Context: an optimization exercise on an open-source flow, tuned for small area, a short achievable clock period and few clock cycles per item. The choices shown serve that exercise and are no tape-out recipe.
The RTL was checked by simulation tests, not by an equivalence proof against the original design.

`flow/design.v`:
```
module LUT (
    input      [14:0] step,     
    output reg [31:0] value
);
    always @(*) begin
        value = 32'h0;
        if (step[0]) value = value | 32'h2D000000;
        if (step[1]) value = value | 32'h1A90F0F5;
        if (step[2]) value = value | 32'h0E0926A5;
        if (step[3]) value = value | 32'h072023D0;
        if (step[4]) value = value | 32'h03937ABF;
        if (step[5]) value = value | 32'h01C95CAD;
        if (step[6]) value = value | 32'h00E492E5;
        if (step[7]) value = value | 32'h00722D16;
        if (step[8]) value = value | 32'h00391D3F;
        if (step[9]) value = value | 32'h001CC3DD;
        if (step[10]) value = value | 32'h000E2487;
        if (step[11]) value = value | 32'h00072290;
        if (step[12]) value = value | 32'h0003917C;
        if (step[13]) value = value | 32'h0001E66E;
        if (step[14]) value = value | 32'h0000E557;
    end
endmodule
module add_sk (input [31:0] a, input [31:0] b, input cin, output [31:0] s);
  wire [31:0] p = a ^ b;
  wire [31:0] g0 = a & b;
  wire gc0 = g0[0] | (p[0] & cin);
  wire g_0_1 = g0[1] | (p[1] & gc0);
  wire p_0_1 = p[1] & p[0];
  wire g_0_3 = g0[3] | (p[3] & g0[2]);
  wire p_0_3 = p[3] & p[2];
  wire g_0_5 = g0[5] | (p[5] & g0[4]);
  wire p_0_5 = p[5] & p[4];
  wire g_0_7 = g0[7] | (p[7] & g0[6]);
  wire p_0_7 = p[7] & p[6];
  wire g_0_9 = g0[9] | (p[9] & g0[8]);
  wire p_0_9 = p[9] & p[8];
  wire g_0_11 = g0[11] | (p[11] & g0[10]);
  wire p_0_11 = p[11] & p[10];
  wire g_0_13 = g0[13] | (p[13] & g0[12]);
  wire p_0_13 = p[13] & p[12];
  wire g_0_15 = g0[15] | (p[15] & g0[14]);
  wire p_0_15 = p[15] & p[14];
  wire g_0_17 = g0[17] | (p[17] & g0[16]);
  wire p_0_17 = p[17] & p[16];
  wire g_0_19 = g0[19] | (p[19] & g0[18]);
  wire p_0_19 = p[19] & p[18];
  wire g_0_21 = g0[21] | (p[21] & g0[20]);
  wire p_0_21 = p[21] & p[20];
  wire g_0_23 = g0[23] | (p[23] & g0[22]);
  wire p_0_23 = p[23] & p[22];
  wire g_0_25 = g0[25] | (p[25] & g0[24]);
  wire p_0_25 = p[25] & p[24];
  wire g_0_27 = g0[27] | (p[27] & g0[26]);
  wire p_0_27 = p[27] & p[26];
  wire g_0_29 = g0[29] | (p[29] & g0[28]);
  wire p_0_29 = p[29] & p[28];
  wire g_0_31 = g0[31] | (p[31] & g0[30]);
  wire p_0_31 = p[31] & p[30];
  wire g_1_2 = g0[2] | (p[2] & g_0_1);
  wire p_1_2 = p[2] & p_0_1;
  wire g_1_3 = g_0_3 | (p_0_3 & g_0_1);
  wire p_1_3 = p_0_3 & p_0_1;
  wire g_1_6 = g0[6] | (p[6] & g_0_5);
  wire p_1_6 = p[6] & p_0_5;
  wire g_1_7 = g_0_7 | (p_0_7 & g_0_5);
  wire p_1_7 = p_0_7 & p_0_5;
  wire g_1_10 = g0[10] | (p[10] & g_0_9);
  wire p_1_10 = p[10] & p_0_9;
  wire g_1_11 = g_0_11 | (p_0_11 & g_0_9);
  wire p_1_11 = p_0_11 & p_0_9;
  wire g_1_14 = g0[14] | (p[14] & g_0_13);
  wire p_1_14 = p[14] & p_0_13;
  wire g_1_15 = g_0_15 | (p_0_15 & g_0_13);
  wire p_1_15 = p_0_15 & p_0_13;
  wire g_1_18 = g0[18] | (p[18] & g_0_17);
  wire p_1_18 = p[18] & p_0_17;
  wire g_1_19 = g_0_19 | (p_0_19 & g_0_17);
  wire p_1_19 = p_0_19 & p_0_17;
  wire g_1_22 = g0[22] | (p[22] & g_0_21);
  wire p_1_22 = p[22] & p_0_21;
  wire g_1_23 = g_0_23 | (p_0_23 & g_0_21);
  wire p_1_23 = p_0_23 & p_0_21;
  wire g_1_26 = g0[26] | (p[26] & g_0_25);
  wire p_1_26 = p[26] & p_0_25;
  wire g_1_27 = g_0_27 | (p_0_27 & g_0_25);
  wire p_1_27 = p_0_27 & p_0_25;
  wire g_1_30 = g0[30] | (p[30] & g_0_29);
  wire p_1_30 = p[30] & p_0_29;
  wire g_1_31 = g_0_31 | (p_0_31 & g_0_29);
  wire p_1_31 = p_0_31 & p_0_29;
  wire g_2_4 = g0[4] | (p[4] & g_1_3);
  wire p_2_4 = p[4] & p_1_3;
  wire g_2_5 = g_0_5 | (p_0_5 & g_1_3);
  wire p_2_5 = p_0_5 & p_1_3;
  wire g_2_6 = g_1_6 | (p_1_6 & g_1_3);
  wire p_2_6 = p_1_6 & p_1_3;
  wire g_2_7 = g_1_7 | (p_1_7 & g_1_3);
  wire p_2_7 = p_1_7 & p_1_3;
  wire g_2_12 = g0[12] | (p[12] & g_1_11);
  wire p_2_12 = p[12] & p_1_11;
  wire g_2_13 = g_0_13 | (p_0_13 & g_1_11);
  wire p_2_13 = p_0_13 & p_1_11;
  wire g_2_14 = g_1_14 | (p_1_14 & g_1_11);
  wire p_2_14 = p_1_14 & p_1_11;
  wire g_2_15 = g_1_15 | (p_1_15 & g_1_11);
  wire p_2_15 = p_1_15 & p_1_11;
  wire g_2_20 = g0[20] | (p[20] & g_1_19);
  wire p_2_20 = p[20] & p_1_19;
  wire g_2_21 = g_0_21 | (p_0_21 & g_1_19);
  wire p_2_21 = p_0_21 & p_1_19;
  wire g_2_22 = g_1_22 | (p_1_22 & g_1_19);
  wire p_2_22 = p_1_22 & p_1_19;
  wire g_2_23 = g_1_23 | (p_1_23 & g_1_19);
  wire p_2_23 = p_1_23 & p_1_19;
  wire g_2_28 = g0[28] | (p[28] & g_1_27);
  wire p_2_28 = p[28] & p_1_27;
  wire g_2_29 = g_0_29 | (p_0_29 & g_1_27);
  wire p_2_29 = p_0_29 & p_1_27;
  wire g_2_30 = g_1_30 | (p_1_30 & g_1_27);
  wire p_2_30 = p_1_30 & p_1_27;
  wire g_2_31 = g_1_31 | (p_1_31 & g_1_27);
  wire p_2_31 = p_1_31 & p_1_27;
  wire g_3_8 = g0[8] | (p[8] & g_2_7);
  wire p_3_8 = p[8] & p_2_7;
  wire g_3_9 = g_0_9 | (p_0_9 & g_2_7);
  wire p_3_9 = p_0_9 & p_2_7;
  wire g_3_10 = g_1_10 | (p_1_10 & g_2_7);
  wire p_3_10 = p_1_10 & p_2_7;
  wire g_3_11 = g_1_11 | (p_1_11 & g_2_7);
  wire p_3_11 = p_1_11 & p_2_7;
  wire g_3_12 = g_2_12 | (p_2_12 & g_2_7);
  wire p_3_12 = p_2_12 & p_2_7;
  wire g_3_13 = g_2_13 | (p_2_13 & g_2_7);
  wire p_3_13 = p_2_13 & p_2_7;
  wire g_3_14 = g_2_14 | (p_2_14 & g_2_7);
  wire p_3_14 = p_2_14 & p_2_7;
  wire g_3_15 = g_2_15 | (p_2_15 & g_2_7);
  wire p_3_15 = p_2_15 & p_2_7;
  wire g_3_24 = g0[24] | (p[24] & g_2_23);
  wire p_3_24 = p[24] & p_2_23;
  wire g_3_25 = g_0_25 | (p_0_25 & g_2_23);
  wire p_3_25 = p_0_25 & p_2_23;
  wire g_3_26 = g_1_26 | (p_1_26 & g_2_23);
  wire p_3_26 = p_1_26 & p_2_23;
  wire g_3_27 = g_1_27 | (p_1_27 & g_2_23);
  wire p_3_27 = p_1_27 & p_2_23;
  wire g_3_28 = g_2_28 | (p_2_28 & g_2_23);
  wire p_3_28 = p_2_28 & p_2_23;
  wire g_3_29 = g_2_29 | (p_2_29 & g_2_23);
  wire p_3_29 = p_2_29 & p_2_23;
  wire g_3_30 = g_2_30 | (p_2_30 & g_2_23);
  wire p_3_30 = p_2_30 & p_2_23;
  wire g_3_31 = g_2_31 | (p_2_31 & g_2_23);
  wire p_3_31 = p_2_31 & p_2_23;
  wire g_4_16 = g0[16] | (p[16] & g_3_15);
  wire p_4_16 = p[16] & p_3_15;
  wire g_4_17 = g_0_17 | (p_0_17 & g_3_15);
  wire p_4_17 = p_0_17 & p_3_15;
  wire g_4_18 = g_1_18 | (p_1_18 & g_3_15);
  wire p_4_18 = p_1_18 & p_3_15;
  wire g_4_19 = g_1_19 | (p_1_19 & g_3_15);
  wire p_4_19 = p_1_19 & p_3_15;
  wire g_4_20 = g_2_20 | (p_2_20 & g_3_15);
  wire p_4_20 = p_2_20 & p_3_15;
  wire g_4_21 = g_2_21 | (p_2_21 & g_3_15);
  wire p_4_21 = p_2_21 & p_3_15;
  wire g_4_22 = g_2_22 | (p_2_22 & g_3_15);
  wire p_4_22 = p_2_22 & p_3_15;
  wire g_4_23 = g_2_23 | (p_2_23 & g_3_15);
  wire p_4_23 = p_2_23 & p_3_15;
  wire g_4_24 = g_3_24 | (p_3_24 & g_3_15);
  wire p_4_24 = p_3_24 & p_3_15;
  wire g_4_25 = g_3_25 | (p_3_25 & g_3_15);
  wire p_4_25 = p_3_25 & p_3_15;
  wire g_4_26 = g_3_26 | (p_3_26 & g_3_15);
  wire p_4_26 = p_3_26 & p_3_15;
  wire g_4_27 = g_3_27 | (p_3_27 & g_3_15);
  wire p_4_27 = p_3_27 & p_3_15;
  wire g_4_28 = g_3_28 | (p_3_28 & g_3_15);
  wire p_4_28 = p_3_28 & p_3_15;
  wire g_4_29 = g_3_29 | (p_3_29 & g_3_15);
  wire p_4_29 = p_3_29 & p_3_15;
  wire g_4_30 = g_3_30 | (p_3_30 & g_3_15);
  wire p_4_30 = p_3_30 & p_3_15;
  wire g_4_31 = g_3_31 | (p_3_31 & g_3_15);
  wire p_4_31 = p_3_31 & p_3_15;
  assign s = p ^ {g_4_30, g_4_29, g_4_28, g_4_27, g_4_26, g_4_25, g_4_24, g_4_23, g_4_22, g_4_21, g_4_20, g_4_19, g_4_18, g_4_17, g_4_16, g_3_15, g_3_14, g_3_13, g_3_12, g_3_11, g_3_10, g_3_9, g_3_8, g_2_7, g_2_6, g_2_5, g_2_4, g_1_3, g_1_2, g_0_1, gc0, cin};
endmodule
module rsh (
    input  [31:0] d,
    input  [3:0]  lo,
    input  [3:0]  hi,
    output [31:0] q
);
    wire [46:0] de = {{15{d[31]}}, d};
    wire [43:0] t;
    genvar j;
    generate
        for (j = 0; j < 44; j = j + 1) begin : s1
            assign t[j] = (lo[0] & de[j]) | (lo[1] & de[j + 1]) |
                          (lo[2] & de[j + 2]) | (lo[3] & de[j + 3]);
        end
        for (j = 0; j < 32; j = j + 1) begin : s2
            assign q[j] = (hi[0] & t[j]) | (hi[1] & t[j + 4]) |
                          (hi[2] & t[j + 8]) | (hi[3] & t[j + 12]);
        end
    endgenerate
endmodule
module R_CORDIC (
    input  [31:0] x,
    output [31:0] s,
    output [31:0] c,
    output [4:0]  cin       
);
    wire w1 = x[31] ^ ~x[27];
    wire w2 = x[31] & ~x[27];
    wire w3 = ~x[28] ^ x[24];
    wire w4 = ~x[28] & x[24];
    wire w5 = ~x[29] ^ x[25];
    wire w6 = ~x[29] & x[25];
    wire w7 = ~x[30] ^ x[26];
    wire w8 = ~x[30] & x[26];
    wire w9 = ~x[15] ^ ~x[11];
    wire w10 = ~x[15] & ~x[11];
    wire w11 = ~x[16] ^ ~x[12];
    wire w12 = ~x[16] & ~x[12];
    wire w13 = ~x[17] ^ ~x[13];
    wire w14 = ~x[17] & ~x[13];
    wire w15 = ~x[18] ^ ~x[14] ^ x[10];
    wire w16 = (~x[18] & ~x[14]) | (~x[18] & x[10]) | (~x[14] & x[10]);
    wire w17 = x[8] ^ ~x[6];
    wire w18 = x[8] & ~x[6];
    wire w19 = ~x[19] ^ ~x[15] ^ x[11];
    wire w20 = (~x[19] & ~x[15]) | (~x[19] & x[11]) | (~x[15] & x[11]);
    wire w21 = x[9] ^ ~x[7];
    wire w22 = x[9] & ~x[7];
    wire w23 = ~x[20] ^ ~x[16] ^ x[12];
    wire w24 = (~x[20] & ~x[16]) | (~x[20] & x[12]) | (~x[16] & x[12]);
    wire w25 = x[10] ^ ~x[8];
    wire w26 = x[10] & ~x[8];
    wire w27 = ~x[21] ^ ~x[17] ^ x[13];
    wire w28 = (~x[21] & ~x[17]) | (~x[21] & x[13]) | (~x[17] & x[13]);
    wire w29 = x[11] ^ ~x[9] ^ ~x[6];
    wire w30 = (x[11] & ~x[9]) | (x[11] & ~x[6]) | (~x[9] & ~x[6]);
    wire w31 = ~x[22] ^ ~x[18] ^ x[14];
    wire w32 = (~x[22] & ~x[18]) | (~x[22] & x[14]) | (~x[18] & x[14]);
    wire w33 = x[12] ^ ~x[10] ^ ~x[7];
    wire w34 = (x[12] & ~x[10]) | (x[12] & ~x[7]) | (~x[10] & ~x[7]);
    wire w35 = ~x[23] ^ ~x[19] ^ x[15];
    wire w36 = (~x[23] & ~x[19]) | (~x[23] & x[15]) | (~x[19] & x[15]);
    wire w37 = x[13] ^ ~x[11] ^ ~x[8];
    wire w38 = (x[13] & ~x[11]) | (x[13] & ~x[8]) | (~x[11] & ~x[8]);
    wire w39 = ~x[5] ^ x[2];
    wire w40 = ~x[5] & x[2];
    wire w41 = ~x[24] ^ ~x[20] ^ x[16];
    wire w42 = (~x[24] & ~x[20]) | (~x[24] & x[16]) | (~x[20] & x[16]);
    wire w43 = x[14] ^ ~x[12] ^ ~x[9];
    wire w44 = (x[14] & ~x[12]) | (x[14] & ~x[9]) | (~x[12] & ~x[9]);
    wire w45 = ~x[6] ^ x[3] ^ x[1];
    wire w46 = (~x[6] & x[3]) | (~x[6] & x[1]) | (x[3] & x[1]);
    wire w47 = ~x[25] ^ ~x[21] ^ x[17];
    wire w48 = (~x[25] & ~x[21]) | (~x[25] & x[17]) | (~x[21] & x[17]);
    wire w49 = x[15] ^ ~x[13] ^ ~x[10];
    wire w50 = (x[15] & ~x[13]) | (x[15] & ~x[10]) | (~x[13] & ~x[10]);
    wire w51 = ~x[7] ^ x[4] ^ x[2];
    wire w52 = (~x[7] & x[4]) | (~x[7] & x[2]) | (x[4] & x[2]);
    wire w53 = ~x[26] ^ ~x[22] ^ x[18];
    wire w54 = (~x[26] & ~x[22]) | (~x[26] & x[18]) | (~x[22] & x[18]);
    wire w55 = x[16] ^ ~x[14] ^ ~x[11];
    wire w56 = (x[16] & ~x[14]) | (x[16] & ~x[11]) | (~x[14] & ~x[11]);
    wire w57 = ~x[8] ^ x[5] ^ x[3];
    wire w58 = (~x[8] & x[5]) | (~x[8] & x[3]) | (x[5] & x[3]);
    wire w59 = ~x[27] ^ ~x[23] ^ x[19];
    wire w60 = (~x[27] & ~x[23]) | (~x[27] & x[19]) | (~x[23] & x[19]);
    wire w61 = x[17] ^ ~x[15] ^ ~x[12];
    wire w62 = (x[17] & ~x[15]) | (x[17] & ~x[12]) | (~x[15] & ~x[12]);
    wire w63 = ~x[9] ^ x[6] ^ x[4];
    wire w64 = (~x[9] & x[6]) | (~x[9] & x[4]) | (x[6] & x[4]);
    wire w65 = ~x[28] ^ ~x[24] ^ x[20];
    wire w66 = (~x[28] & ~x[24]) | (~x[28] & x[20]) | (~x[24] & x[20]);
    wire w67 = x[18] ^ ~x[16] ^ ~x[13];
    wire w68 = (x[18] & ~x[16]) | (x[18] & ~x[13]) | (~x[16] & ~x[13]);
    wire w69 = ~x[10] ^ x[7] ^ x[5];
    wire w70 = (~x[10] & x[7]) | (~x[10] & x[5]) | (x[7] & x[5]);
    wire w71 = ~x[29] ^ ~x[25] ^ x[21];
    wire w72 = (~x[29] & ~x[25]) | (~x[29] & x[21]) | (~x[25] & x[21]);
    wire w73 = x[19] ^ ~x[17] ^ ~x[14];
    wire w74 = (x[19] & ~x[17]) | (x[19] & ~x[14]) | (~x[17] & ~x[14]);
    wire w75 = ~x[11] ^ x[8] ^ x[6];
    wire w76 = (~x[11] & x[8]) | (~x[11] & x[6]) | (x[8] & x[6]);
    wire w77 = ~x[30] ^ ~x[26] ^ x[22];
    wire w78 = (~x[30] & ~x[26]) | (~x[30] & x[22]) | (~x[26] & x[22]);
    wire w79 = x[20] ^ ~x[18] ^ ~x[15];
    wire w80 = (x[20] & ~x[18]) | (x[20] & ~x[15]) | (~x[18] & ~x[15]);
    wire w81 = ~x[12] ^ x[9] ^ x[7];
    wire w82 = (~x[12] & x[9]) | (~x[12] & x[7]) | (x[9] & x[7]);
    wire w83 = w1 ^ x[23] ^ x[21];
    wire w84 = (w1 & x[23]) | (w1 & x[21]) | (x[23] & x[21]);
    wire w85 = ~x[19] ^ ~x[16] ^ ~x[13];
    wire w86 = (~x[19] & ~x[16]) | (~x[19] & ~x[13]) | (~x[16] & ~x[13]);
    wire w87 = x[10] ^ x[8] ^ 1'b1;
    wire w88 = (x[10] & x[8]) | (x[10] & 1'b1) | (x[8] & 1'b1);
    wire w89 = w3 ^ x[22] ^ ~x[20];
    wire w90 = (w3 & x[22]) | (w3 & ~x[20]) | (x[22] & ~x[20]);
    wire w91 = ~x[17] ^ ~x[14] ^ x[11];
    wire w92 = (~x[17] & ~x[14]) | (~x[17] & x[11]) | (~x[14] & x[11]);
    wire w93 = x[9] ^ 1'b1 ^ w2;
    wire w94 = (x[9] & 1'b1) | (x[9] & w2) | (1'b1 & w2);
    wire w95 = w5 ^ x[23] ^ ~x[21];
    wire w96 = (w5 & x[23]) | (w5 & ~x[21]) | (x[23] & ~x[21]);
    wire w97 = ~x[18] ^ ~x[15] ^ x[12];
    wire w98 = (~x[18] & ~x[15]) | (~x[18] & x[12]) | (~x[15] & x[12]);
    wire w99 = x[10] ^ 1'b1 ^ w4;
    wire w100 = (x[10] & 1'b1) | (x[10] & w4) | (1'b1 & w4);
    wire w101 = w7 ^ x[24] ^ ~x[22];
    wire w102 = (w7 & x[24]) | (w7 & ~x[22]) | (x[24] & ~x[22]);
    wire w103 = ~x[19] ^ ~x[16] ^ x[13];
    wire w104 = (~x[19] & ~x[16]) | (~x[19] & x[13]) | (~x[16] & x[13]);
    wire w105 = x[11] ^ 1'b1 ^ w6;
    wire w106 = (x[11] & 1'b1) | (x[11] & w6) | (1'b1 & w6);
    wire w107 = x[31] ^ x[27] ^ x[25];
    wire w108 = (x[31] & x[27]) | (x[31] & x[25]) | (x[27] & x[25]);
    wire w109 = ~x[23] ^ ~x[20] ^ ~x[17];
    wire w110 = (~x[23] & ~x[20]) | (~x[23] & ~x[17]) | (~x[20] & ~x[17]);
    wire w111 = x[14] ^ x[12] ^ w8;
    wire w112 = (x[14] & x[12]) | (x[14] & w8) | (x[12] & w8);
    wire w113 = x[28] ^ x[26] ^ ~x[24];
    wire w114 = (x[28] & x[26]) | (x[28] & ~x[24]) | (x[26] & ~x[24]);
    wire w115 = ~x[21] ^ ~x[18] ^ x[15];
    wire w116 = (~x[21] & ~x[18]) | (~x[21] & x[15]) | (~x[18] & x[15]);
    wire w117 = x[13] ^ 1'b1;
    wire w118 = x[13] & 1'b1;
    wire w119 = x[29] ^ x[27] ^ ~x[25];
    wire w120 = (x[29] & x[27]) | (x[29] & ~x[25]) | (x[27] & ~x[25]);
    wire w121 = ~x[22] ^ ~x[19] ^ x[16];
    wire w122 = (~x[22] & ~x[19]) | (~x[22] & x[16]) | (~x[19] & x[16]);
    wire w123 = x[14] ^ 1'b1;
    wire w124 = x[14] & 1'b1;
    wire w125 = x[30] ^ x[28] ^ ~x[26];
    wire w126 = (x[30] & x[28]) | (x[30] & ~x[26]) | (x[28] & ~x[26]);
    wire w127 = ~x[23] ^ ~x[20] ^ x[17];
    wire w128 = (~x[23] & ~x[20]) | (~x[23] & x[17]) | (~x[20] & x[17]);
    wire w129 = x[15] ^ 1'b1;
    wire w130 = x[15] & 1'b1;
    wire w131 = ~x[31] ^ x[29] ^ ~x[27];
    wire w132 = (~x[31] & x[29]) | (~x[31] & ~x[27]) | (x[29] & ~x[27]);
    wire w133 = ~x[24] ^ ~x[21] ^ x[18];
    wire w134 = (~x[24] & ~x[21]) | (~x[24] & x[18]) | (~x[21] & x[18]);
    wire w135 = x[30] ^ ~x[28] ^ ~x[25];
    wire w136 = (x[30] & ~x[28]) | (x[30] & ~x[25]) | (~x[28] & ~x[25]);
    wire w137 = ~x[22] ^ x[19];
    wire w138 = ~x[22] & x[19];
    wire w139 = ~x[31] ^ ~x[29] ^ ~x[26];
    wire w140 = (~x[31] & ~x[29]) | (~x[31] & ~x[26]) | (~x[29] & ~x[26]);
    wire w141 = ~x[30] ^ ~x[27];
    wire w142 = ~x[30] & ~x[27];
    wire w143 = ~x[12] ^ ~x[8] ^ x[4];
    wire w144 = (~x[12] & ~x[8]) | (~x[12] & x[4]) | (~x[8] & x[4]);
    wire w145 = ~x[13] ^ ~x[9] ^ x[5];
    wire w146 = (~x[13] & ~x[9]) | (~x[13] & x[5]) | (~x[9] & x[5]);
    wire w147 = ~x[14] ^ ~x[10] ^ x[6];
    wire w148 = (~x[14] & ~x[10]) | (~x[14] & x[6]) | (~x[10] & x[6]);
    wire w149 = w9 ^ x[7] ^ x[5];
    wire w150 = (w9 & x[7]) | (w9 & x[5]) | (x[7] & x[5]);
    wire w151 = ~x[3] ^ ~x[0];
    wire w152 = ~x[3] & ~x[0];
    wire w153 = w11 ^ x[8] ^ x[6];
    wire w154 = (w11 & x[8]) | (w11 & x[6]) | (x[8] & x[6]);
    wire w155 = ~x[4] ^ ~x[1] ^ w10;
    wire w156 = (~x[4] & ~x[1]) | (~x[4] & w10) | (~x[1] & w10);
    wire w157 = w13 ^ x[9] ^ x[7];
    wire w158 = (w13 & x[9]) | (w13 & x[7]) | (x[9] & x[7]);
    wire w159 = ~x[5] ^ ~x[2] ^ w12;
    wire w160 = (~x[5] & ~x[2]) | (~x[5] & w12) | (~x[2] & w12);
    wire w161 = w15 ^ w17 ^ ~x[3];
    wire w162 = (w15 & w17) | (w15 & ~x[3]) | (w17 & ~x[3]);
    wire w163 = ~x[0] ^ 1'b1 ^ w14;
    wire w164 = (~x[0] & 1'b1) | (~x[0] & w14) | (1'b1 & w14);
    wire w165 = w19 ^ w21 ^ ~x[4];
    wire w166 = (w19 & w21) | (w19 & ~x[4]) | (w21 & ~x[4]);
    wire w167 = ~x[1] ^ w16 ^ w18;
    wire w168 = (~x[1] & w16) | (~x[1] & w18) | (w16 & w18);
    wire w169 = w23 ^ w25 ^ ~x[5];
    wire w170 = (w23 & w25) | (w23 & ~x[5]) | (w25 & ~x[5]);
    wire w171 = ~x[2] ^ w20 ^ w22;
    wire w172 = (~x[2] & w20) | (~x[2] & w22) | (w20 & w22);
    wire w173 = w27 ^ w29 ^ ~x[3];
    wire w174 = (w27 & w29) | (w27 & ~x[3]) | (w29 & ~x[3]);
    wire w175 = x[0] ^ w24 ^ w26;
    wire w176 = (x[0] & w24) | (x[0] & w26) | (w24 & w26);
    wire w177 = w31 ^ w33 ^ ~x[4];
    wire w178 = (w31 & w33) | (w31 & ~x[4]) | (w33 & ~x[4]);
    wire w179 = x[1] ^ w28 ^ w30;
    wire w180 = (x[1] & w28) | (x[1] & w30) | (w28 & w30);
    wire w181 = w35 ^ w37 ^ w39;
    wire w182 = (w35 & w37) | (w35 & w39) | (w37 & w39);
    wire w183 = x[0] ^ w32 ^ w34;
    wire w184 = (x[0] & w32) | (x[0] & w34) | (w32 & w34);
    wire w185 = w41 ^ w43 ^ w45;
    wire w186 = (w41 & w43) | (w41 & w45) | (w43 & w45);
    wire w187 = w36 ^ w38 ^ w40;
    wire w188 = (w36 & w38) | (w36 & w40) | (w38 & w40);
    wire w189 = w47 ^ w49 ^ w51;
    wire w190 = (w47 & w49) | (w47 & w51) | (w49 & w51);
    wire w191 = w42 ^ w44 ^ w46;
    wire w192 = (w42 & w44) | (w42 & w46) | (w44 & w46);
    wire w193 = w53 ^ w55 ^ w57;
    wire w194 = (w53 & w55) | (w53 & w57) | (w55 & w57);
    wire w195 = w48 ^ w50 ^ w52;
    wire w196 = (w48 & w50) | (w48 & w52) | (w50 & w52);
    wire w197 = w59 ^ w61 ^ w63;
    wire w198 = (w59 & w61) | (w59 & w63) | (w61 & w63);
    wire w199 = w54 ^ w56 ^ w58;
    wire w200 = (w54 & w56) | (w54 & w58) | (w56 & w58);
    wire w201 = w65 ^ w67 ^ w69;
    wire w202 = (w65 & w67) | (w65 & w69) | (w67 & w69);
    wire w203 = w60 ^ w62 ^ w64;
    wire w204 = (w60 & w62) | (w60 & w64) | (w62 & w64);
    wire w205 = w71 ^ w73 ^ w75;
    wire w206 = (w71 & w73) | (w71 & w75) | (w73 & w75);
    wire w207 = w66 ^ w68 ^ w70;
    wire w208 = (w66 & w68) | (w66 & w70) | (w68 & w70);
    wire w209 = w77 ^ w79 ^ w81;
    wire w210 = (w77 & w79) | (w77 & w81) | (w79 & w81);
    wire w211 = w72 ^ w74 ^ w76;
    wire w212 = (w72 & w74) | (w72 & w76) | (w74 & w76);
    wire w213 = w83 ^ w85 ^ w87;
    wire w214 = (w83 & w85) | (w83 & w87) | (w85 & w87);
    wire w215 = w78 ^ w80 ^ w82;
    wire w216 = (w78 & w80) | (w78 & w82) | (w80 & w82);
    wire w217 = w89 ^ w91 ^ w93;
    wire w218 = (w89 & w91) | (w89 & w93) | (w91 & w93);
    wire w219 = w84 ^ w86 ^ w88;
    wire w220 = (w84 & w86) | (w84 & w88) | (w86 & w88);
    wire w221 = w95 ^ w97 ^ w99;
    wire w222 = (w95 & w97) | (w95 & w99) | (w97 & w99);
    wire w223 = w90 ^ w92 ^ w94;
    wire w224 = (w90 & w92) | (w90 & w94) | (w92 & w94);
    wire w225 = w101 ^ w103 ^ w105;
    wire w226 = (w101 & w103) | (w101 & w105) | (w103 & w105);
    wire w227 = w96 ^ w98 ^ w100;
    wire w228 = (w96 & w98) | (w96 & w100) | (w98 & w100);
    wire w229 = w107 ^ w109 ^ w111;
    wire w230 = (w107 & w109) | (w107 & w111) | (w109 & w111);
    wire w231 = w102 ^ w104 ^ w106;
    wire w232 = (w102 & w104) | (w102 & w106) | (w104 & w106);
    wire w233 = w113 ^ w115 ^ w117;
    wire w234 = (w113 & w115) | (w113 & w117) | (w115 & w117);
    wire w235 = w108 ^ w110 ^ w112;
    wire w236 = (w108 & w110) | (w108 & w112) | (w110 & w112);
    wire w237 = w119 ^ w121 ^ w123;
    wire w238 = (w119 & w121) | (w119 & w123) | (w121 & w123);
    wire w239 = w114 ^ w116 ^ w118;
    wire w240 = (w114 & w116) | (w114 & w118) | (w116 & w118);
    wire w241 = w125 ^ w127 ^ w129;
    wire w242 = (w125 & w127) | (w125 & w129) | (w127 & w129);
    wire w243 = w120 ^ w122 ^ w124;
    wire w244 = (w120 & w122) | (w120 & w124) | (w122 & w124);
    wire w245 = w131 ^ w133 ^ x[16];
    wire w246 = (w131 & w133) | (w131 & x[16]) | (w133 & x[16]);
    wire w247 = w126 ^ w128 ^ w130;
    wire w248 = (w126 & w128) | (w126 & w130) | (w128 & w130);
    wire w249 = w135 ^ w137 ^ x[17];
    wire w250 = (w135 & w137) | (w135 & x[17]) | (w137 & x[17]);
    wire w251 = 1'b1 ^ w132 ^ w134;
    wire w252 = (1'b1 & w132) | (1'b1 & w134) | (w132 & w134);
    wire w253 = w139 ^ ~x[23] ^ x[20];
    wire w254 = (w139 & ~x[23]) | (w139 & x[20]) | (~x[23] & x[20]);
    wire w255 = x[18] ^ w136 ^ w138;
    wire w256 = (x[18] & w136) | (x[18] & w138) | (w136 & w138);
    wire w257 = w141 ^ ~x[24] ^ x[21];
    wire w258 = (w141 & ~x[24]) | (w141 & x[21]) | (~x[24] & x[21]);
    wire w259 = x[19] ^ 1'b1 ^ w140;
    wire w260 = (x[19] & 1'b1) | (x[19] & w140) | (1'b1 & w140);
    wire w261 = x[31] ^ ~x[28] ^ ~x[25];
    wire w262 = (x[31] & ~x[28]) | (x[31] & ~x[25]) | (~x[28] & ~x[25]);
    wire w263 = x[22] ^ x[20] ^ w142;
    wire w264 = (x[22] & x[20]) | (x[22] & w142) | (x[20] & w142);
    wire w265 = ~x[29] ^ ~x[26] ^ x[23];
    wire w266 = (~x[29] & ~x[26]) | (~x[29] & x[23]) | (~x[26] & x[23]);
    wire w267 = x[21] ^ 1'b1;
    wire w268 = x[21] & 1'b1;
    wire w269 = ~x[30] ^ ~x[27] ^ x[24];
    wire w270 = (~x[30] & ~x[27]) | (~x[30] & x[24]) | (~x[27] & x[24]);
    wire w271 = x[22] ^ 1'b1;
    wire w272 = x[22] & 1'b1;
    wire w273 = x[31] ^ ~x[28] ^ x[25];
    wire w274 = (x[31] & ~x[28]) | (x[31] & x[25]) | (~x[28] & x[25]);
    wire w275 = ~x[29] ^ x[26];
    wire w276 = ~x[29] & x[26];
    wire w277 = ~x[30] ^ x[27];
    wire w278 = ~x[30] & x[27];
    wire w279 = ~x[10] ^ ~x[6];
    wire w280 = ~x[10] & ~x[6];
    wire w281 = ~x[11] ^ ~x[7] ^ x[3];
    wire w282 = (~x[11] & ~x[7]) | (~x[11] & x[3]) | (~x[7] & x[3]);
    wire w283 = w143 ^ x[2] ^ ~x[0];
    wire w284 = (w143 & x[2]) | (w143 & ~x[0]) | (x[2] & ~x[0]);
    wire w285 = w145 ^ x[3] ^ ~x[1];
    wire w286 = (w145 & x[3]) | (w145 & ~x[1]) | (x[3] & ~x[1]);
    wire w287 = w147 ^ x[4] ^ ~x[2];
    wire w288 = (w147 & x[4]) | (w147 & ~x[2]) | (x[4] & ~x[2]);
    wire w289 = w149 ^ w151 ^ 1'b1;
    wire w290 = (w149 & w151) | (w149 & 1'b1) | (w151 & 1'b1);
    wire w291 = w153 ^ w155 ^ w150;
    wire w292 = (w153 & w155) | (w153 & w150) | (w155 & w150);
    wire w293 = w157 ^ w159 ^ w154;
    wire w294 = (w157 & w159) | (w157 & w154) | (w159 & w154);
    wire w295 = w161 ^ w163 ^ w158;
    wire w296 = (w161 & w163) | (w161 & w158) | (w163 & w158);
    wire w297 = w165 ^ w167 ^ w162;
    wire w298 = (w165 & w167) | (w165 & w162) | (w167 & w162);
    wire w299 = w169 ^ w171 ^ w166;
    wire w300 = (w169 & w171) | (w169 & w166) | (w171 & w166);
    wire w301 = w173 ^ w175 ^ w170;
    wire w302 = (w173 & w175) | (w173 & w170) | (w175 & w170);
    wire w303 = w177 ^ w179 ^ w174;
    wire w304 = (w177 & w179) | (w177 & w174) | (w179 & w174);
    wire w305 = w181 ^ w183 ^ w178;
    wire w306 = (w181 & w183) | (w181 & w178) | (w183 & w178);
    wire w307 = w185 ^ w187 ^ w182;
    wire w308 = (w185 & w187) | (w185 & w182) | (w187 & w182);
    wire w309 = w189 ^ w191 ^ w186;
    wire w310 = (w189 & w191) | (w189 & w186) | (w191 & w186);
    wire w311 = w193 ^ w195 ^ w190;
    wire w312 = (w193 & w195) | (w193 & w190) | (w195 & w190);
    wire w313 = w197 ^ w199 ^ w194;
    wire w314 = (w197 & w199) | (w197 & w194) | (w199 & w194);
    wire w315 = w201 ^ w203 ^ w198;
    wire w316 = (w201 & w203) | (w201 & w198) | (w203 & w198);
    wire w317 = w205 ^ w207 ^ w202;
    wire w318 = (w205 & w207) | (w205 & w202) | (w207 & w202);
    wire w319 = w209 ^ w211 ^ w206;
    wire w320 = (w209 & w211) | (w209 & w206) | (w211 & w206);
    wire w321 = w213 ^ w215 ^ w210;
    wire w322 = (w213 & w215) | (w213 & w210) | (w215 & w210);
    wire w323 = w217 ^ w219 ^ w214;
    wire w324 = (w217 & w219) | (w217 & w214) | (w219 & w214);
    wire w325 = w221 ^ w223 ^ w218;
    wire w326 = (w221 & w223) | (w221 & w218) | (w223 & w218);
    wire w327 = w225 ^ w227 ^ w222;
    wire w328 = (w225 & w227) | (w225 & w222) | (w227 & w222);
    wire w329 = w229 ^ w231 ^ w226;
    wire w330 = (w229 & w231) | (w229 & w226) | (w231 & w226);
    wire w331 = w233 ^ w235 ^ w230;
    wire w332 = (w233 & w235) | (w233 & w230) | (w235 & w230);
    wire w333 = w237 ^ w239 ^ w234;
    wire w334 = (w237 & w239) | (w237 & w234) | (w239 & w234);
    wire w335 = w241 ^ w243 ^ w238;
    wire w336 = (w241 & w243) | (w241 & w238) | (w243 & w238);
    wire w337 = w245 ^ w247 ^ w242;
    wire w338 = (w245 & w247) | (w245 & w242) | (w247 & w242);
    wire w339 = w249 ^ w251 ^ w246;
    wire w340 = (w249 & w251) | (w249 & w246) | (w251 & w246);
    wire w341 = w253 ^ w255 ^ w250;
    wire w342 = (w253 & w255) | (w253 & w250) | (w255 & w250);
    wire w343 = w257 ^ w259 ^ w254;
    wire w344 = (w257 & w259) | (w257 & w254) | (w259 & w254);
    wire w345 = w261 ^ w263 ^ w258;
    wire w346 = (w261 & w263) | (w261 & w258) | (w263 & w258);
    wire w347 = w265 ^ w267 ^ w262;
    wire w348 = (w265 & w267) | (w265 & w262) | (w267 & w262);
    wire w349 = w269 ^ w271 ^ w266;
    wire w350 = (w269 & w271) | (w269 & w266) | (w271 & w266);
    wire w351 = w273 ^ x[23] ^ w270;
    wire w352 = (w273 & x[23]) | (w273 & w270) | (x[23] & w270);
    wire w353 = w275 ^ x[24] ^ 1'b1;
    wire w354 = (w275 & x[24]) | (w275 & 1'b1) | (x[24] & 1'b1);
    wire w355 = w277 ^ x[25] ^ 1'b1;
    wire w356 = (w277 & x[25]) | (w277 & 1'b1) | (x[25] & 1'b1);
    wire w357 = x[31] ^ x[28] ^ x[26];
    wire w358 = (x[31] & x[28]) | (x[31] & x[26]) | (x[28] & x[26]);
    wire w359 = x[29] ^ x[27];
    wire w360 = x[29] & x[27];
    wire w361 = x[30] ^ x[28];
    wire w362 = x[30] & x[28];
    wire w363 = ~x[4] ^ ~x[0];
    wire w364 = ~x[4] & ~x[0];
    wire w365 = ~x[5] ^ ~x[1];
    wire w366 = ~x[5] & ~x[1];
    wire w367 = ~x[6] ^ ~x[2];
    wire w368 = ~x[6] & ~x[2];
    wire w369 = ~x[7] ^ ~x[3];
    wire w370 = ~x[7] & ~x[3];
    wire w371 = ~x[8] ^ ~x[4] ^ x[0];
    wire w372 = (~x[8] & ~x[4]) | (~x[8] & x[0]) | (~x[4] & x[0]);
    wire w373 = ~x[9] ^ ~x[5] ^ x[1];
    wire w374 = (~x[9] & ~x[5]) | (~x[9] & x[1]) | (~x[5] & x[1]);
    wire w375 = w279 ^ x[2] ^ x[0];
    wire w376 = (w279 & x[2]) | (w279 & x[0]) | (x[2] & x[0]);
    wire w377 = w281 ^ x[1] ^ w280;
    wire w378 = (w281 & x[1]) | (w281 & w280) | (x[1] & w280);
    wire w379 = w283 ^ 1'b1 ^ w282;
    wire w380 = (w283 & 1'b1) | (w283 & w282) | (1'b1 & w282);
    wire w381 = w285 ^ w144 ^ w284;
    wire w382 = (w285 & w144) | (w285 & w284) | (w144 & w284);
    wire w383 = w287 ^ w146 ^ w286;
    wire w384 = (w287 & w146) | (w287 & w286) | (w146 & w286);
    wire w385 = w289 ^ w148 ^ w288;
    wire w386 = (w289 & w148) | (w289 & w288) | (w148 & w288);
    wire w387 = w291 ^ w152 ^ w290;
    wire w388 = (w291 & w152) | (w291 & w290) | (w152 & w290);
    wire w389 = w293 ^ w156 ^ w292;
    wire w390 = (w293 & w156) | (w293 & w292) | (w156 & w292);
    wire w391 = w295 ^ w160 ^ w294;
    wire w392 = (w295 & w160) | (w295 & w294) | (w160 & w294);
    wire w393 = w297 ^ w164 ^ w296;
    wire w394 = (w297 & w164) | (w297 & w296) | (w164 & w296);
    wire w395 = w299 ^ w168 ^ w298;
    wire w396 = (w299 & w168) | (w299 & w298) | (w168 & w298);
    wire w397 = w301 ^ w172 ^ w300;
    wire w398 = (w301 & w172) | (w301 & w300) | (w172 & w300);
    wire w399 = w303 ^ w176 ^ w302;
    wire w400 = (w303 & w176) | (w303 & w302) | (w176 & w302);
    wire w401 = w305 ^ w180 ^ w304;
    wire w402 = (w305 & w180) | (w305 & w304) | (w180 & w304);
    wire w403 = w307 ^ w184 ^ w306;
    wire w404 = (w307 & w184) | (w307 & w306) | (w184 & w306);
    wire w405 = w309 ^ w188 ^ w308;
    wire w406 = (w309 & w188) | (w309 & w308) | (w188 & w308);
    wire w407 = w311 ^ w192 ^ w310;
    wire w408 = (w311 & w192) | (w311 & w310) | (w192 & w310);
    wire w409 = w313 ^ w196 ^ w312;
    wire w410 = (w313 & w196) | (w313 & w312) | (w196 & w312);
    wire w411 = w315 ^ w200 ^ w314;
    wire w412 = (w315 & w200) | (w315 & w314) | (w200 & w314);
    wire w413 = w317 ^ w204 ^ w316;
    wire w414 = (w317 & w204) | (w317 & w316) | (w204 & w316);
    wire w415 = w319 ^ w208 ^ w318;
    wire w416 = (w319 & w208) | (w319 & w318) | (w208 & w318);
    wire w417 = w321 ^ w212 ^ w320;
    wire w418 = (w321 & w212) | (w321 & w320) | (w212 & w320);
    wire w419 = w323 ^ w216 ^ w322;
    wire w420 = (w323 & w216) | (w323 & w322) | (w216 & w322);
    wire w421 = w325 ^ w220 ^ w324;
    wire w422 = (w325 & w220) | (w325 & w324) | (w220 & w324);
    wire w423 = w327 ^ w224 ^ w326;
    wire w424 = (w327 & w224) | (w327 & w326) | (w224 & w326);
    wire w425 = w329 ^ w228 ^ w328;
    wire w426 = (w329 & w228) | (w329 & w328) | (w228 & w328);
    wire w427 = w331 ^ w232 ^ w330;
    wire w428 = (w331 & w232) | (w331 & w330) | (w232 & w330);
    wire w429 = w333 ^ w236 ^ w332;
    wire w430 = (w333 & w236) | (w333 & w332) | (w236 & w332);
    wire w431 = w335 ^ w240 ^ w334;
    wire w432 = (w335 & w240) | (w335 & w334) | (w240 & w334);
    wire w433 = w337 ^ w244 ^ w336;
    wire w434 = (w337 & w244) | (w337 & w336) | (w244 & w336);
    wire w435 = w339 ^ w248 ^ w338;
    wire w436 = (w339 & w248) | (w339 & w338) | (w248 & w338);
    wire w437 = w341 ^ w252 ^ w340;
    wire w438 = (w341 & w252) | (w341 & w340) | (w252 & w340);
    wire w439 = w343 ^ w256 ^ w342;
    wire w440 = (w343 & w256) | (w343 & w342) | (w256 & w342);
    wire w441 = w345 ^ w260 ^ w344;
    wire w442 = (w345 & w260) | (w345 & w344) | (w260 & w344);
    wire w443 = w347 ^ w264 ^ w346;
    wire w444 = (w347 & w264) | (w347 & w346) | (w264 & w346);
    wire w445 = w349 ^ w268 ^ w348;
    wire w446 = (w349 & w268) | (w349 & w348) | (w268 & w348);
    wire w447 = w351 ^ w272 ^ w350;
    wire w448 = (w351 & w272) | (w351 & w350) | (w272 & w350);
    wire w449 = w353 ^ w274 ^ w352;
    wire w450 = (w353 & w274) | (w353 & w352) | (w274 & w352);
    wire w451 = w355 ^ w276 ^ w354;
    wire w452 = (w355 & w276) | (w355 & w354) | (w276 & w354);
    wire w453 = w357 ^ w278 ^ w356;
    wire w454 = (w357 & w278) | (w357 & w356) | (w278 & w356);
    wire w455 = w359 ^ 1'b1 ^ w358;
    wire w456 = (w359 & 1'b1) | (w359 & w358) | (1'b1 & w358);
    wire w457 = w361 ^ 1'b1 ^ w360;
    wire w458 = (w361 & 1'b1) | (w361 & w360) | (1'b1 & w360);
    wire w459 = ~x[31] ^ x[29] ^ w362;
    wire w460 = (~x[31] & x[29]) | (~x[31] & w362) | (x[29] & w362);
    wire w461 = x[30] ^ 1'b1;
    wire w462 = x[30] & 1'b1;
    wire [23:0] la = {w401, w399, w397, w395, w393, w391, w389, w387, w385, w383, w381, w379, w377, w375, w373, w371, w369, w367, w365, w363, ~x[3], ~x[2], ~x[1], ~x[0]};
    wire [23:0] lb = {w400, w398, w396, w394, w392, w390, w388, w386, w384, w382, w380, w378, w376, w374, w372, w370, w368, w366, w364, 1'b1, 1'b0, 1'b0, 1'b0, 1'b1};
    wire [23:0] lg = la & lb;
    wire [23:0] lp = la | lb;
    wire cg1 = lg[1] | (lp[1] & lg[0]);
    wire cp1 = lp[1] & lp[0];
    wire cg2 = lg[3] | (lp[3] & lg[2]);
    wire cp2 = lp[3] & lp[2];
    wire cg3 = lg[5] | (lp[5] & lg[4]);
    wire cp3 = lp[5] & lp[4];
    wire cg4 = lg[7] | (lp[7] & lg[6]);
    wire cp4 = lp[7] & lp[6];
    wire cg5 = cg2 | (cp2 & cg1);
    wire cp5 = cp2 & cp1;
    wire cg6 = cg4 | (cp4 & cg3);
    wire cp6 = cp4 & cp3;
    wire cg7 = cg6 | (cp6 & cg5);
    wire cp7 = cp6 & cp5;
    wire cg8 = lg[9] | (lp[9] & lg[8]);
    wire cp8 = lp[9] & lp[8];
    wire cg9 = lg[11] | (lp[11] & lg[10]);
    wire cp9 = lp[11] & lp[10];
    wire cg10 = lg[13] | (lp[13] & lg[12]);
    wire cp10 = lp[13] & lp[12];
    wire cg11 = lg[15] | (lp[15] & lg[14]);
    wire cp11 = lp[15] & lp[14];
    wire cg12 = cg9 | (cp9 & cg8);
    wire cp12 = cp9 & cp8;
    wire cg13 = cg11 | (cp11 & cg10);
    wire cp13 = cp11 & cp10;
    wire cg14 = cg13 | (cp13 & cg12);
    wire cp14 = cp13 & cp12;
    wire cg15 = lg[17] | (lp[17] & lg[16]);
    wire cp15 = lp[17] & lp[16];
    wire cg16 = lg[19] | (lp[19] & lg[18]);
    wire cp16 = lp[19] & lp[18];
    wire cg17 = lg[21] | (lp[21] & lg[20]);
    wire cp17 = lp[21] & lp[20];
    wire cg18 = lg[23] | (lp[23] & lg[22]);
    wire cp18 = lp[23] & lp[22];
    wire cg19 = cg16 | (cp16 & cg15);
    wire cp19 = cp16 & cp15;
    wire cg20 = cg18 | (cp18 & cg17);
    wire cp20 = cp18 & cp17;
    wire cg21 = cg20 | (cp20 & cg19);
    wire cp21 = cp20 & cp19;
    assign cin = {cg21, cp21, cg14, cp14, cg7};
    assign s = {1'b1, ~x[31], w461, w459, w457, w455, w453, w451, w449, w447, w445, w443, w441, w439, w437, w435, w433, w431, w429, w427, w425, w423, w421, w419, w417, w415, w413, w411, w409, w407, w405, w403};
    assign c = {1'b0, w462, w460, w458, w456, w454, w452, w450, w448, w446, w444, w442, w440, w438, w436, w434, w432, w430, w428, w426, w424, w422, w420, w418, w416, w414, w412, w410, w408, w406, w404, w402};
endmodule
module R_CORDIC_Unit (
    input signed [31:0]      i_data_1,
    input signed [31:0]      i_data_2,
    input signed [31:0]      angle,
    input                    en,
    input                    rst,
    input                    clk,
    output signed [31:0]     o_data_1,
    output signed [31:0]     o_data_2,
    output                   done_flag
);
    reg        busy, done;
    reg signed [31:0] bx, by, ba;
    reg        [4:0]  bc;          
    reg        [3:0]  sxl, sxh;    
    reg        [3:0]  syl, syh;    
    reg        [17:0] oh;          
    reg               fin;     
    reg               hold;    
    reg               sgx;     
    reg               sgy_n;   
    reg               sga_n;   
    wire m1 = oh[15];
    wire m2 = oh[16];
    wire m3 = oh[17];
    wire        fin_n  = !en && busy && (m1 || m2);
    wire        hold_n = !en && busy && m2;
    wire [3:0]  nl = en ? 4'd1 : {oh[2] | oh[6] | oh[10],
                                  oh[1] | oh[5] | oh[9]  | oh[13],
                                  oh[0] | oh[4] | oh[8]  | oh[12],
                                  oh[3] | oh[7] | oh[11]};
    wire [3:0]  nh = en ? 4'd1 : {oh[11] | oh[12] | oh[13],
                                  oh[7]  | oh[8]  | oh[9]  | oh[10],
                                  oh[3]  | oh[4]  | oh[5]  | oh[6],
                                  oh[0]  | oh[1]  | oh[2]};
    wire [31:0] t;
    LUT lut (.step(oh[14:0]), .value(t));
    wire c24  = bc[4] | (bc[3] & (bc[2] | (bc[1] & bc[0])));
    wire cinx = sgx | (fin & c24);
    wire [31:0] sx, sy;
    rsh rsh_x (.d(bx), .lo(sxl), .hi(sxh), .q(sx));
    rsh rsh_y (.d(by), .lo(syl), .hi(syh), .q(sy));
    wire [31:0] nx, ny, na;
    add_sk add_x (.a(bx), .b(sy ^ {32{sgx}}),   .cin(cinx),  .s(nx));
    add_sk add_y (.a(by), .b(sx ^ {32{sgy_n}}), .cin(sgy_n), .s(ny));
    add_sk add_a (.a(ba), .b(t  ^ {32{sga_n}}), .cin(sga_n), .s(na));
    wire [31:0] ks, kc;
    wire [4:0]  kci;
    R_CORDIC gain (.x(ba), .s(ks), .c(kc), .cin(kci));
    wire [31:0] ba_n = en ? angle : m1 ? by : (m2 || oh[14]) ? nx : na;
    wire        sg_n = en ? angle[31] : na[31];
    always @(posedge clk or posedge rst) begin
        if (rst) begin
            busy <= 1'b0;
            done <= 1'b0;
        end else begin
            done <= busy && m3;
            if (en)
                busy <= 1'b1;
            else if (m3)
                busy <= 1'b0;
        end
    end
    always @(posedge clk) begin
        bc    <= kci;
        fin   <= fin_n;
        hold  <= hold_n;
        sxl   <= nl;
        sxh   <= nh;
        syl   <= fin_n ? 4'd1 : nl;
        syh   <= fin_n ? 4'd1 : nh;
        oh    <= en ? 18'd1 : oh << 1;
        sgx   <= sg_n & ~fin_n;
        sgy_n <= ~sg_n;
        sga_n <= ~(sg_n | hold_n);
        ba    <= ba_n;
        if (en) begin
            bx <= i_data_1;
            by <= i_data_2;
        end else if (m1 | m2) begin
            bx <= ks;
            by <= kc;
        end else begin
            bx <= nx;
            by <= ny;
        end
    end
    assign o_data_1  = ba;
    assign o_data_2  = bx;
    assign done_flag = done;
endmodule
```
`flow/flow/run.sh`:
```
#!/bin/bash
set -euo pipefail
export BUFFER_PORTS_ARGS="-buffer_cell sky130_fd_sc_hd__buf_1"
export SETUP_SLACK_MARGIN=5.75
bash standard.sh > standard.log 2>&1
```
`flow/standard.sh`:
```
#!/bin/bash
# synth_recipe.tcl (not shown) runs the flow's synth.tcl, then flattens the netlist and writes it again
# the make line also repeats each setting of config.mk as NAME=value (left out here)
make -C /OpenROAD-flow-scripts/flow DESIGN_CONFIG=/design/flow/config.mk WORK_HOME=/design/flow/orfs CLKGATE_MAP_FILE= SYNTH_SCRIPT=/design/flow/synth_recipe.tcl "${@:-finish}"
```
`flow/config.mk`:
```
export PLATFORM = sky130hd
export DESIGN_NAME = R_CORDIC_Unit
export DESIGN_NICKNAME = R_CORDIC_Unit
export VERILOG_FILES = /design/flow/design.v
export SDC_FILE = /design/flow/constraint.sdc
export NUM_CORES = 4
export LEC_CHECK = 0
export CAP_MARGIN = 20
export CORE_MARGIN = 2
export CORE_UTILIZATION = 60
export CTS_BUF_LIST = sky130_fd_sc_hd__clkbuf_8
export PLACE_DENSITY = 0.8
export SLEW_MARGIN = 20
```
`flow/constraint.sdc`:
```
create_clock -name core_clock -period 10.0 [get_ports {clk}]
set_input_delay 2.0000 -clock core_clock [delete_from_list [all_inputs] [get_ports {clk}]]
set_output_delay 2.0000 -clock core_clock [all_outputs]
set_load 0.01 [all_outputs]
```
==> reports/metrics.csv, run 1 <==
stage,metric,value,unit
status,status,"complete, no violations",
placement,io_buffers,163,
clocking,cts_max_path_buffers,2,
setup_path,worstSetupStartpointType,register,
finish,fill_cells,2507,
clocking,ctsHoldBuffers,0,
detailed_routing,drc,0,
floorplanning,num_io_pins,164,
synth,yosys_warnings,2,
synth,ys_dominant_reg_cell,dfxtp_1,
synth,synth_top_cell_by_area,fa_1,
floorplanning,core.rowCount,63,
floorplanning,die_w,176,µm
finish,num-nets-final,2616,
setup_path,worstPathArrival,4.65,ns
setup_path,cp_slowest_cell,fa_1,
clocking,cts_buffers,17,
synth,synth_top_area_share,23.0,%
timing,fin_crit_sh,42.5,%
timing,timing.slew.headroom,17.4,%
finish,multiInputGateArea,13900,µm²
clocking,root_buffer,clkbuf_8,
timing,setup_viol,0,
global_route,antenna_found_initial,0,
clocking,cts_sinks,141,
timing,setup_ws,5.75,ns
setup_path,path_max_fanout,4,
timing,hold_viol,0,
setup_path,crit_chain,"inv_4, ha_1, inv_1, fa_1, fa_1, fa_1, nor2_1, maj3_2, a21oi_2, a21oi_1, o21a_1, maj3_1, maj3_1, maj3_1",
timing,finalSetupTns,0,ns
synth,synth.cell_area,17800,µm²
global_route,grt_first_pass_wirelength,101000,µm
global_route,grt_pass1_vias,16480,
detailed_routing,wl_per_cell,26.6,µm
timing,worst_pin_slew,1.23,ns
setup_path,crit_buf_inv,2,
detailed_routing,first_iter_violations,2524,
detailed_routing,finalWirelength,68600,µm
global_route,overflow,0,
setup_path,crit_type,reg -> reg,
timing,drv_slew,0,
synth,netlist_instances,2059,
timing,fin_crit,4.25,ns
timing,grt_setup_unrepaired,true,
clocking,ctsHtreeMaxLevel,4,
clocking,clk_latency,0.51,ns
finish,final_layout_size_suffix_gt1_share,10.3,%
setup_path,endpoint_kind,register,
floorplanning,start_util,60.4,%
synth,syn_nets,2495,
detailed_routing,first_pass_iters,10,
placement,dp_cells,2509,
detailed_routing,vias,16945,
synth,seq_area_frac_synth,15.9,%
setup_path,cpPeakStageDelay,0.56,ns
detailed_routing,drtAntennaViolNets,0,
timing,fin_skew,0.0246,ns
detailed_routing,via_per_inst,6.56,
hold_path,hp-class,reg -> reg,
placement,place.gp.congestion,1.01,
job,maxCapViolCount,0,
synth,synth_cell_types,82,
global_route,track_usage,44.1,%
setup_path,cp_top_family,adder cells,
finish,final_cells,2583,
placement,post-dp-hpwl,52600,µm
synth,synthTopCellsByArea,"fa_1, dfxtp_1, ha_1",
global_route,grt_start_max_net_pins,94,
timing,fmax,235,MHz
finish,antenna_cells,0,
placement,post-place-ws,5.32,ns
finish,seqCellArea,2950,µm²
synth,synth_edf_count,0,
floorplanning,dieArea,31100,µm²
clocking,path_clk_slew,0.10,ns
synth,avgSynthCellArea,8.66,µm²
synth,ys_seq_elements,141,
setup_path,required,10.40,ns
synth,synthArstFlopShare,1.42,%
finish,area_delta_synth_final,10.5,%
clocking,cts_tree,done,
floorplanning,die_h,176,µm
floorplanning,floorplan.core_area,29500,µm²
-- registers in the layout (all words and copies together), names as in the netlist, 5 cells and up --
register,flops
ba,32
bc,5
bx,32
by,32
oh,18
-- what timing repair did --
action / CTS / global route
pin swaps: 5 / 17
buffers inserted: 22 / 19
setup endpoints to repair: 68 / 69
resized for setup: 58 / 67
-- metrics by stage --
stage               instance area, µm²  utilization, %  hold WS, ns
finish                           19700            66.8        0.443
global route                     19700            66.8        0.477
CTS                              19300            65.4        0.448
detailed placement               18600            63.0        0.433
global placement                 18600            63.0        0.425
floorplan                        17800               -        0.400
-- layout by cell type (no fill, tap or decap), types with 52 or more instances in the layout --
cell type and n:
ha_1 132, nand2_1 208, fa_1 204, buf_1 162, xor2_1 52, inv_1 211, nor2_1 108, xnor2_1 109
dfxtp_1 91, o21ai_0 91, a22oi_1 139, a21oi_1 116
-- worst paths after layout --
kind / start / end / cells after the start / slack [ns]
setup / recovery: ba[16]$_DFF_P_ / bc[4]$_DFF_P_ / 14 / 5.75
hold / removal: oh[17]$_SDFF_PP0_ / busy$_DFFE_PP0P_ / 1 / 0.44
setup reg to reg: ba[16]$_DFF_P_ / bc[4]$_DFF_P_ / 14 / 5.75
hold reg to reg: oh[17]$_SDFF_PP0_ / busy$_DFFE_PP0P_ / 1 / 0.44
max in group asynchronous: rst / done$_DFF_PP0_ / 2 / 8.60
min in group asynchronous: rst / busy$_DFFE_PP0P_ / 2 / 1.30
-- cell families (layout without fill, tap and decap cells) --
group | count (synthesis) | in the layout | synth area share, %
flip-flops | 141 | 141 | 15.9
multiplexers | 24 | 24 | 1.37
AO/OA/AOI/OAI | 590 | 590 | 23.1
buffers and inverters | 341 | 475 | 7.46
adder cells (fa/ha/maj) | 345 | 345 | 32.7
XOR/XNOR | 167 | 167 | 8.21
AND/OR/NAND/NOR | 451 | 451 | 11.2
-- synthesized netlist by cell type, types with 3 or more instances --
library cell	number
maj3_1	8
a221oi_1	33
a21o_1	29
nor2b_1	23
or4_1	5
dfxtp_1	139
a211oi_1	18
a21o_2	3
o22ai_1	13
nand2_1	214
o2111ai_1	4
inv_1	226
o21ai_0	96
mux2i_1	21
and2_1	5
ha_1	132
o21ai_2	3
o211ai_1	11
or3_1	12
a31oi_1	7
fa_1	205
nor4_1	11
a222oi_1	11
nor3_1	27
a22oi_1	140
o21bai_1	10
o31ai_1	8
nor2_1	110
mux2_2	3
nand3_1	17
buf_1	10
buf_4	6
o22a_1	3
nand4_1	3
xnor2_1	112
a22o_1	29
a21boi_0	4
a21oi_1	120
or2_2	4
o21a_1	15
xor2_1	55
clkbuf_1	96
and3_1	5
a211o_1	3
-- metal layers --
layer  GRT usage (%)  share of wire, %
met1            57.7                39
met2            66.5                43
met3            11.0                11
met4            25.6               7.2
met5               0                 0
-- layout make-up --
cell class                      instances  area share, %
Multi-Input combinational cell       1577           70.6
Clock buffer                           19           1.33
Tap cell                              390           2.48
Sequential cell                       141           15.0
Timing Repair Buffer                  217           5.36
Clock inverter                         13          0.725
Inverter                              226           4.52
Testbench counts, summed over its fixed seeds: cycles 9,736, items 512.
==> inputs of run 2 (changes only) <==
--- a/flow/config.mk
+++ b/flow/config.mk
@@ -9,5 +9,5 @@
 export CORE_MARGIN = 2
 export CORE_UTILIZATION = 60
 export CTS_BUF_LIST = sky130_fd_sc_hd__clkbuf_8
-export PLACE_DENSITY = 0.8
+export PLACE_DENSITY = 0.9
 export SLEW_MARGIN = 20
==> reports/metrics.csv, run 2 <==
stage,metric,value,unit,change
status,status,"complete, no violations",,unchanged
synth,synth_common_cells,"inv_1, nand2_1, fa_1",,unchanged
timing,grt_setup_unrepaired,true,,unchanged
finish,fill_cells,2440,,was 2507
global_route,use_met1,54.3,%,was 57.7%
synth,netlist_instances,2059,,unchanged
global_route,use_met3,8.07,%,was 11.0%
placement,io_buffers,163,,unchanged
clocking,cts_max_path_buffers,2,,unchanged
floorplanning,die_h,176,µm,unchanged
floorplanning,floorplan.core_area,29500,µm²,unchanged
detailed_routing,wl_per_cell,25.5,µm,was 26.6 µm
finish,num-nets-final,2643,,was 2616
global_route,grt_start_max_net_pins,100,,was 94
finish,area_delta_synth_final,12.7,%,was 10.5%
hold_path,hp-class,reg -> reg,,unchanged
finish,final_util,68.1,%,was 66.8%
detailed_routing,first_iter_violations,2709,,was 2524
synth,synth_cell_types,82,,unchanged
global_route,track_usage,41.8,%,was 44.1%
setup_path,worstPathArrival,4.63,ns,was 4.65 ns
timing,fin_skew,0.0221,ns,was 0.0246 ns
finish,seqCellArea,2940,µm²,was 2950 µm²
finish,antenna_cells,0,,unchanged
finish,final_layout_size_suffix_gt1_share,12.1,%,was 10.3%
synth,ys_dominant_reg_cell,dfxtp_1,,unchanged
timing,worst_pin_slew,1.11,ns,was 1.23 ns
timing,finalSetupTns,0,ns,unchanged
synth,synth_top_cell_by_area,fa_1,,unchanged
finish,final_common_cell,inv_1,,unchanged
timing,drv_slew,0,,unchanged
timing,fmax,234,MHz,was 235 MHz
finish,multiInputGateArea,14000,µm²,was 13900 µm²
global_route,antenna_found_initial,1,,was 0
synth,synthTopCellsByArea,"fa_1, dfxtp_1, ha_1",,unchanged
global_route,grt_pass1_vias,16294,,was 16480
detailed_routing,drc,0,,unchanged
floorplanning,core.rowCount,63,,unchanged
timing,fin_crit_sh,42.8,%,was 42.5%
synth,synth.cell_area,17800,µm²,unchanged
synth,synthArstFlopShare,1.42,%,unchanged
finish,reg_top3,"ba (32), bx (32), by (32)",,unchanged
clocking,root_buffer,clkbuf_8,,unchanged
clocking,cts_sinks,141,,unchanged
global_route,grt-busiest-layer,met2,,unchanged
synth,yosysMostFrequentCell,inv_1,,unchanged
timing,timing.slew.headroom,25.9,%,was 17.4%
clocking,ctsHtreeMaxLevel,4,,unchanged
detailed_routing,finalWirelength,66400,µm,was 68600 µm
setup_path,crit_type,reg -> reg,,unchanged
timing,setup_viol,0,,unchanged
job,maxCapViolCount,0,,unchanged
synth,seq_area_frac_synth,15.9,%,unchanged
clocking,cts_buffers,17,,unchanged
clocking,ctsHoldBuffers,0,,unchanged
detailed_routing,first_pass_iters,10,,unchanged
synth,syn_nets,2495,,unchanged
synth,yosys_warnings,2,,unchanged
clocking,clk_latency,0.53,ns,was 0.51 ns
synth,avgSynthCellArea,8.66,µm²,unchanged
placement,place.gp.congestion,1.09,,was 1.01
floorplanning,dieArea,31100,µm²,unchanged
clocking,path_clk_slew,0.09,ns,was 0.10 ns
setup_path,endpoint_kind,register,,unchanged
detailed_routing,drtAntennaViolNets,0,,unchanged
floorplanning,die_w,176,µm,unchanged
setup_path,worstSetupStartpointType,register,,unchanged
timing,hold_viol,0,,unchanged
detailed_routing,via_per_inst,6.64,,was 6.56
setup_path,path_max_fanout,5,,was 4
detailed_routing,vias,17324,,was 16945
finish,final_cell_mix,"inv_1, nand2_1, fa_1",,unchanged
global_route,grt_first_pass_wirelength,96400,µm,was 101000 µm
floorplanning,start_util,60.4,%,unchanged
setup_path,required,10.35,ns,was 10.40 ns
clocking,cts_tree,done,,unchanged
floorplanning,num_io_pins,164,,unchanged
synth,synth_top_area_share,23.0,%,unchanged
global_route,overflow,0,,unchanged
timing,fin_crit,4.28,ns,was 4.25 ns
placement,post-dp-hpwl,50700,µm,was 52600 µm
synth,ys_seq_elements,141,,unchanged
synth,synth_edf_count,0,,unchanged
global_route,grt_use_met2,63.4,%,was 66.5%
==> run 2: cell counts after synthesis <==
No cell type changed its count.
==> run 2: layout make-up <==
| class | count | share of cell area, % |
|---|---|---|
| clock buffer | 20 | 1.37 |
| clock inverter | 11 | 0.542 |
| inverter | 226 | 4.44 |
| multi-input combinational | 1577 | 69.9 |
| sequential | 141 | 14.6 |
| tap | 390 | 2.43 |
| timing repair buffer | 244 | 6.72 |
==> run 2: worst paths after layout <==
path | slack [ns] | depth (start not counted) | startpoint | end
max in group asynchronous | 8.60 | 2 | rst | busy$_DFFE_PP0P_
min reg2reg | 0.44 | 1 | oh[17]$_SDFF_PP0_ | busy$_DFFE_PP0P_
min in group asynchronous | 1.30 | 2 | rst | done$_DFF_PP0_
min | 0.44 | 1 | oh[17]$_SDFF_PP0_ | busy$_DFFE_PP0P_
max reg2reg | 5.72 | 13 | oh[1]$_SDFF_PP0_ | ba[4]$_DFF_P_
max | 5.72 | 13 | oh[1]$_SDFF_PP0_ | ba[4]$_DFF_P_
==> run 2: kinds of logic after synthesis <==
logic type,after synthesis,share of synthesized area [%]
compound gates,590,23.1
xor+xnor,167,8.21
fa+ha+maj,345,32.7
buf+inv,341,7.46
flops,141,15.9
mux,24,1.37
simple gates,451,11.2
==> run 2: repair_timing <==
item	in CTS	in global routing
pin swaps	8	45
cloned	0	3
endpoints found under the setup margin	36	69
resized for setup	39	119
setup buffers	16	43
==> run 2: critical path: stages (launching register included) <==
cell,delay (ns)
dfxtp_4,0.36
or3_4,0.39
or3_4,0.36
nor3_1,0.39
mux2i_1,0.18
fa_1,0.45
nor2b_1,0.19
o21a_1,0.14
nor2_1,0.07
fa_1,0.63
nand2_1,0.08
and3_1,0.17
a211oi_1,0.58
a21oi_1,0.14
==> run 2: per-stage QoR <==
step / std cells / worst slack [ns] / instance area, µm² / hold WS, ns
after floorplan: 2059 / 5.75 / 17800 / 0.400
after global placement: 2516 / 5.44 / 18600 / 0.421
after detailed placement: 2516 / 5.41 / 18600 / 0.439
after CTS: 2563 / 5.60 / 19200 / 0.449
after global routing: 2609 / 5.56 / 20100 / 0.474
final: 2609 / 5.72 / 20100 / 0.444
==> run 2: layer usage <==
layer,up-vias,part of all wire [%]
met5,-,0
met4,0,8.5
met3,310,11
met2,1342,44
met1,8246,37
li1,7426,-

[what the ideal ports hide]
The flow's constraints put no driver on any port. The routed layouts listed below were extracted and timed again, unchanged, in two steps.
Step 1 (the two cells are an assumption about what drives the block):
set clk [get_ports {clk}]
set_driving_cell -lib_cell sky130_fd_sc_hd__clkbuf_16 $clk
set_driving_cell -lib_cell sky130_fd_sc_hd__buf_2 [delete_from_list [all_inputs] $clk]
Step 2, shift: input delay + t, output delay - t, t = (earliest + latest rising clock arrival at the registers) / 2. This alone moves slack from input paths to output paths.
Slacks: ideal / step 1 / step 2; pairs: ideal / step 1.
| run | t (ns) | slack for setup (ns) | worst hold slack (ns) | worst data-port slew with drivers (ns) |
|---|---|---|---|---|
| run 1 | 0.551 | 5.749 / 5.749 / 5.537 | 0.443 / 0.443 / 0.443 | 0.05 |
| run 2 | 0.561 | 5.719 / 5.719 / 5.646 | 0.444 / 0.444 / 0.444 | 0.04 |
After both steps setup and hold are still met in every run listed. For run 1, which loses most, drivers alone change the setup slack by 0.000 ns; drivers and shift together by -0.212 ns.
